This design comes from an exercise in tuning for small area on the open sky130 flow, not from production work.
Function was checked by simulation only, so behaviour that the tests miss may differ from the original.
Power is estimated from default activity; no workload was simulated.

==> flow/design.v <==
module cic3_clkdiv
    (output logic [14:0] bz,       
     output logic [15:0] by,       
     output logic [15:0] bx,       
     output logic        bnd,      
     output logic        nbnd,     
     output logic        keep,     
     output logic        out_ld,   
     output logic        nout_ld,  
     output logic        xfer,     
     output logic        xclr,     
     input  logic        clk,
     input  logic        reset_n);
logic [7:0] q;       
logic       jv;      
function automatic logic [15:0] radd16(input logic [15:0] a, input logic [15:0] b);
    logic c;
    c = 1'b0;
    for (int i = 0; i < 16; i++) begin
        radd16[i] = a[i] ^ b[i] ^ c;
        c = (a[i] & b[i]) | (c & (a[i] ^ b[i]));
    end
endfunction
logic [7:0]  qn;
logic        jvn;
logic [15:0] dz, dy, dx;    
logic [15:0] bz_nx, by_nx, bx_nx;
always_comb begin
    dz = {8'd0, q};
    dx = {8'hff, q};
    dy = 16'd256 - {7'd0, q, 1'b0};
    bz_nx = radd16({1'b0, bz}, dz);
    by_nx = radd16(by, dy);
    bx_nx = radd16(bx, dx);
    qn  = q + 8'd1;
    jvn = jv | (q == 8'd128);
end
always_ff @(posedge clk or negedge reset_n) begin
    if (!reset_n) begin
        q       <= 8'd129;
        jv      <= 1'b0;
        bnd     <= 1'b0;
        nbnd    <= 1'b1;
        keep    <= 1'b0;
        out_ld  <= 1'b0;
        nout_ld <= 1'b1;
        xfer    <= 1'b0;
        xclr    <= 1'b0;
    end else begin
        q       <= qn;
        jv      <= jvn;
        bnd     <= (qn == 8'd0);
        nbnd    <= (qn != 8'd0);
        keep    <= (qn != 8'd0);
        out_ld  <= (qn == 8'd129) & jvn;
        nout_ld <= ~((qn == 8'd129) & jvn);
        xfer    <= (qn >= 8'd130) & (qn <= 8'd154) & jvn;
        xclr    <= (qn >= 8'd130) & (qn <= 8'd154) & ~jvn;
    end
end
always_ff @(posedge clk) begin
    if (q == 8'd129) begin
        bz <= 15'd8385;         
        by <= 16'd49150;        
        bx <= 16'd8001;         
    end else if (q == 8'd255) begin
        bz <= 15'd32640;        
        by <= 16'd32896;        
        bx <= 16'd32896;        
    end else if (q == 8'd0) begin
        bz <= 15'd0;            
        by <= 16'd32896;        
        bx <= 16'd32640;        
    end else begin
        bz <= bz_nx[14:0];
        by <= by_nx;
        bx <= bx_nx;
    end
end
endmodule
module cic3_echip65_noclk
    (output logic [24:0] out,
     input  logic        in,
     input  logic        clk,
     input  logic        reset_n,
     input  logic [14:0] bz,
     input  logic [15:0] by,
     input  logic [15:0] bx,
     input  logic        bnd,
     input  logic        nbnd,
     input  logic        keep,
     input  logic        out_ld,
     input  logic        nout_ld,
     input  logic        xfer,
     input  logic        xclr);
localparam int ROT = 15;    
logic        x;             
logic [21:0] acc_z;
logic [23:0] acc_y;
logic [24:0] acc_x;
logic [24:0] w3, w2, w1;
function automatic logic [24:0] radd(input logic [24:0] a, input logic [15:0] b);
    logic c;
    logic [24:0] bb;
    bb = {9'd0, b};
    c = 1'b0;
    for (int i = 0; i < 25; i++) begin
        radd[i] = a[i] ^ bb[i] ^ c;
        c = (a[i] & bb[i]) | (c & (a[i] ^ bb[i]));
    end
endfunction
logic [24:0] sz, sy, sx;
logic [24:0] w1_rot;
always_comb begin
    sz = radd({3'd0, acc_z}, {1'b0, bz} & {16{x}});
    sy = radd({1'b0, acc_y}, by & {16{x}});
    sx = radd(acc_x, bx & {16{x}});
    for (int i = 0; i < 25; i++) w1_rot[i] = w1[(i + ROT) % 25];
end
always_ff @(posedge clk) begin
    x <= in;
    acc_z <= {22{keep}} & sz[21:0];
    acc_y <= ({24{bnd}} & {2'd0, sz[21:0]}) | ({24{keep}} & sy[23:0]);
    acc_x <= ({25{bnd}} & {1'b0, sy[23:0]}) | ({25{keep}} & sx);
    w3 <= ({25{bnd}} & acc_x) | ({25{nbnd}} & {w3[23:0], w3[24]});
    w2 <= {w2[23:0], xclr ? 1'b0 : (xfer ? w3[24] : w2[24])};
    w1 <= {w1[23:0], xclr ? 1'b0 : (xfer ? w2[24] : w1[24])};
end
always_ff @(posedge clk or negedge reset_n) begin
    if (!reset_n)
        out <= 25'd0;
    else
        out <= ({25{out_ld}} & w1_rot) | ({25{nout_ld}} & out);
end
endmodule
module cic3_echip65_2x12Row
(
output logic [(25-1):0] out0,
output logic [(25-1):0] out1,
output logic [(25-1):0] out2,
output logic [(25-1):0] out3,
output logic [(25-1):0] out4,
output logic [(25-1):0] out5,
output logic [(25-1):0] out6,
output logic [(25-1):0] out7,
output logic [(25-1):0] out8,
output logic [(25-1):0] out9,
output logic [(25-1):0] out10,
output logic [(25-1):0] out11,
output logic [(25-1):0] out12,
output logic [(25-1):0] out13,
output logic [(25-1):0] out14,
output logic [(25-1):0] out15,
output logic [(25-1):0] out16,
output logic [(25-1):0] out17,
output logic [(25-1):0] out18,
output logic [(25-1):0] out19,
output logic [(25-1):0] out20,
output logic [(25-1):0] out21,
output logic [(25-1):0] out22,
output logic [(25-1):0] out23,
input logic [(24-1):0] in,
input logic clk,
input logic reset_n
);
logic [14:0] bz;
logic [15:0] by, bx;
logic bnd, nbnd, keep, out_ld, nout_ld, xfer, xclr;
logic [24:0] outs [24];
cic3_clkdiv ctrl (
    .bz(bz), .by(by), .bx(bx), .bnd(bnd), .nbnd(nbnd), .keep(keep), .out_ld(out_ld),
    .nout_ld(nout_ld), .xfer(xfer), .xclr(xclr), .clk(clk), .reset_n(reset_n));
genvar k;
generate
    for (k = 0; k < 24; k++) begin : FILTERS
        cic3_echip65_noclk ch (
            .out(outs[k]), .in(in[k]), .clk(clk), .reset_n(reset_n),
            .bz(bz), .by(by), .bx(bx), .bnd(bnd), .nbnd(nbnd), .keep(keep),
            .out_ld(out_ld), .nout_ld(nout_ld), .xfer(xfer), .xclr(xclr));
    end
endgenerate
assign out0  = outs[0];
assign out1  = outs[1];
assign out2  = outs[2];
assign out3  = outs[3];
assign out4  = outs[4];
assign out5  = outs[5];
assign out6  = outs[6];
assign out7  = outs[7];
assign out8  = outs[8];
assign out9  = outs[9];
assign out10 = outs[10];
assign out11 = outs[11];
assign out12 = outs[12];
assign out13 = outs[13];
assign out14 = outs[14];
assign out15 = outs[15];
assign out16 = outs[16];
assign out17 = outs[17];
assign out18 = outs[18];
assign out19 = outs[19];
assign out20 = outs[20];
assign out21 = outs[21];
assign out22 = outs[22];
assign out23 = outs[23];
endmodule
==> flow/config.mk <==
export PLATFORM = sky130hd
export DESIGN_NAME = cic3_echip65_2x12Row
export DESIGN_NICKNAME = cic3_echip65_2x12Row
export VERILOG_FILES = /design/flow/design.v
export SDC_FILE = /design/flow/constraint.sdc
export NUM_CORES = 8
export LEC_CHECK = 0
export CAP_MARGIN = 20
export CORE_MARGIN = 2
export CORE_UTILIZATION = 65
export CTS_CLUSTER_DIAMETER = 60
export CTS_CLUSTER_SIZE = 28
export SLEW_MARGIN = 20
==> flow/constraint.sdc <==
create_clock -name core_clock -period 10.0 [get_ports {clk}]
set_input_delay 2.0000 -clock core_clock [delete_from_list [all_inputs] [get_ports {clk}]]
set_output_delay 2.0000 -clock core_clock [all_outputs]
set_load 0.01 [all_outputs]
run.sh (not shown) runs the stock make flow with config.mk's settings and CLKGATE_MAP_FILE= SYNTH_SCRIPT=/design/flow/synth_recipe.tcl, a recipe that flattens the netlist after the stock synthesis.
Rerun with:
--- a/flow/design.v
+++ b/flow/design.v
@@ -8,11 +8,11 @@
      output logic        out_ld,   
      output logic        nout_ld,  
      output logic        xfer,     
-     output logic        xclr,     
+     output logic        nxfer,    
      input  logic        clk,
      input  logic        reset_n);
 logic [7:0] q;       
-logic       jv;      
+logic [1:0] pc;      
 function automatic logic [15:0] radd16(input logic [15:0] a, input logic [15:0] b);
     logic c;
     c = 1'b0;
@@ -22,7 +22,7 @@
     end
 endfunction
 logic [7:0]  qn;
-logic        jvn;
+logic [1:0]  pcn;
 logic [15:0] dz, dy, dx;    
 logic [15:0] bz_nx, by_nx, bx_nx;
 always_comb begin
@@ -33,29 +33,29 @@
     by_nx = radd16(by, dy);
     bx_nx = radd16(bx, dx);
     qn  = q + 8'd1;
-    jvn = jv | (q == 8'd128);
+    pcn = ((q == 8'd128) && (pc != 2'd3)) ? pc + 2'd1 : pc;
 end
 always_ff @(posedge clk or negedge reset_n) begin
     if (!reset_n) begin
         q       <= 8'd129;
-        jv      <= 1'b0;
+        pc      <= 2'd0;
         bnd     <= 1'b0;
         nbnd    <= 1'b1;
         keep    <= 1'b0;
         out_ld  <= 1'b0;
         nout_ld <= 1'b1;
         xfer    <= 1'b0;
-        xclr    <= 1'b0;
+        nxfer   <= 1'b1;
     end else begin
         q       <= qn;
-        jv      <= jvn;
+        pc      <= pcn;
         bnd     <= (qn == 8'd0);
         nbnd    <= (qn != 8'd0);
         keep    <= (qn != 8'd0);
-        out_ld  <= (qn == 8'd129) & jvn;
-        nout_ld <= ~((qn == 8'd129) & jvn);
-        xfer    <= (qn >= 8'd130) & (qn <= 8'd154) & jvn;
-        xclr    <= (qn >= 8'd130) & (qn <= 8'd154) & ~jvn;
+        out_ld  <= (qn == 8'd129) & (pcn == 2'd3);
+        nout_ld <= ~((qn == 8'd129) & (pcn == 2'd3));
+        xfer    <= (qn >= 8'd130) & (qn <= 8'd154);
+        nxfer   <= ~((qn >= 8'd130) & (qn <= 8'd154));
     end
 end
 always_ff @(posedge clk) begin
@@ -92,8 +92,9 @@
      input  logic        out_ld,
      input  logic        nout_ld,
      input  logic        xfer,
-     input  logic        xclr);
+     input  logic        nxfer);
 localparam int ROT = 15;    
+localparam logic [24:0] INV = 25'b1010010101010101010101010;   
 logic        x;             
 logic [21:0] acc_z;
 logic [23:0] acc_y;
@@ -122,15 +123,15 @@
     acc_z <= {22{keep}} & sz[21:0];
     acc_y <= ({24{bnd}} & {2'd0, sz[21:0]}) | ({24{keep}} & sy[23:0]);
     acc_x <= ({25{bnd}} & {1'b0, sy[23:0]}) | ({25{keep}} & sx);
-    w3 <= ({25{bnd}} & acc_x) | ({25{nbnd}} & {w3[23:0], w3[24]});
-    w2 <= {w2[23:0], xclr ? 1'b0 : (xfer ? w3[24] : w2[24])};
-    w1 <= {w1[23:0], xclr ? 1'b0 : (xfer ? w2[24] : w1[24])};
+    w3 <= ~(({25{bnd}} & acc_x) | ({25{nbnd}} & {w3[23:0], w3[24]}));
+    w2 <= {w2[23:0], (xfer & w3[24]) | (nxfer & w2[24])};
+    w1 <= {w1[23:0], (xfer & w2[24]) | (nxfer & w1[24])};
 end
 always_ff @(posedge clk or negedge reset_n) begin
     if (!reset_n)
         out <= 25'd0;
     else
-        out <= ({25{out_ld}} & w1_rot) | ({25{nout_ld}} & out);
+        out <= ({25{out_ld}} & (w1_rot ^ INV)) | ({25{nout_ld}} & out);
 end
 endmodule
 module cic3_echip65_2x12Row
@@ -165,18 +166,18 @@
 );
 logic [14:0] bz;
 logic [15:0] by, bx;
-logic bnd, nbnd, keep, out_ld, nout_ld, xfer, xclr;
+logic bnd, nbnd, keep, out_ld, nout_ld, xfer, nxfer;
 logic [24:0] outs [24];
 cic3_clkdiv ctrl (
     .bz(bz), .by(by), .bx(bx), .bnd(bnd), .nbnd(nbnd), .keep(keep), .out_ld(out_ld),
-    .nout_ld(nout_ld), .xfer(xfer), .xclr(xclr), .clk(clk), .reset_n(reset_n));
+    .nout_ld(nout_ld), .xfer(xfer), .nxfer(nxfer), .clk(clk), .reset_n(reset_n));
 genvar k;
 generate
     for (k = 0; k < 24; k++) begin : FILTERS
         cic3_echip65_noclk ch (
             .out(outs[k]), .in(in[k]), .clk(clk), .reset_n(reset_n),
             .bz(bz), .by(by), .bx(bx), .bnd(bnd), .nbnd(nbnd), .keep(keep),
-            .out_ld(out_ld), .nout_ld(nout_ld), .xfer(xfer), .xclr(xclr));
+            .out_ld(out_ld), .nout_ld(nout_ld), .xfer(xfer), .nxfer(nxfer));
     end
 endgenerate
 assign out0  = outs[0];
Result:
- The changed run produced a clean layout
- maximum frequency rose by 2.2%
- clock power hardly moves
- routed wire length shrinks by 1.6%
- via count hardly moves
- cell area came out lower by 0.68%
- power stays flat
- sequential share of layout area climbs by 0.36 points

-- what the ideal ports hide --
The results above use ideal ports. As a check the final layouts listed here were re-extracted and re-timed, cells and wires unchanged. Step 1 sets driving cells, clkbuf_16 on the clock port and buf_2 on the other inputs (assumed; they add their load-dependent delay and slew). Step 2 moves the port delays by t, midway between the first and last clock arrival at a register: inputs arrive t later, outputs are due t later. That takes back most of the time a late clock gives input paths. a / b / c = ideal / step 1 / step 2; a / b = the first two.
run | t, ns | setup slack, ns | latest minus earliest clock arrival (ns) | worst data-port slew with drivers (ns)
the first run | 1.007 | 0.696 / 0.696 / 0.696 | 0.043 / 0.043 | 0.22
the second run | 0.978 | 0.894 / 0.894 / 0.894 | 0.044 / 0.044 | 0.26
After both steps setup and hold are still met in every run listed.
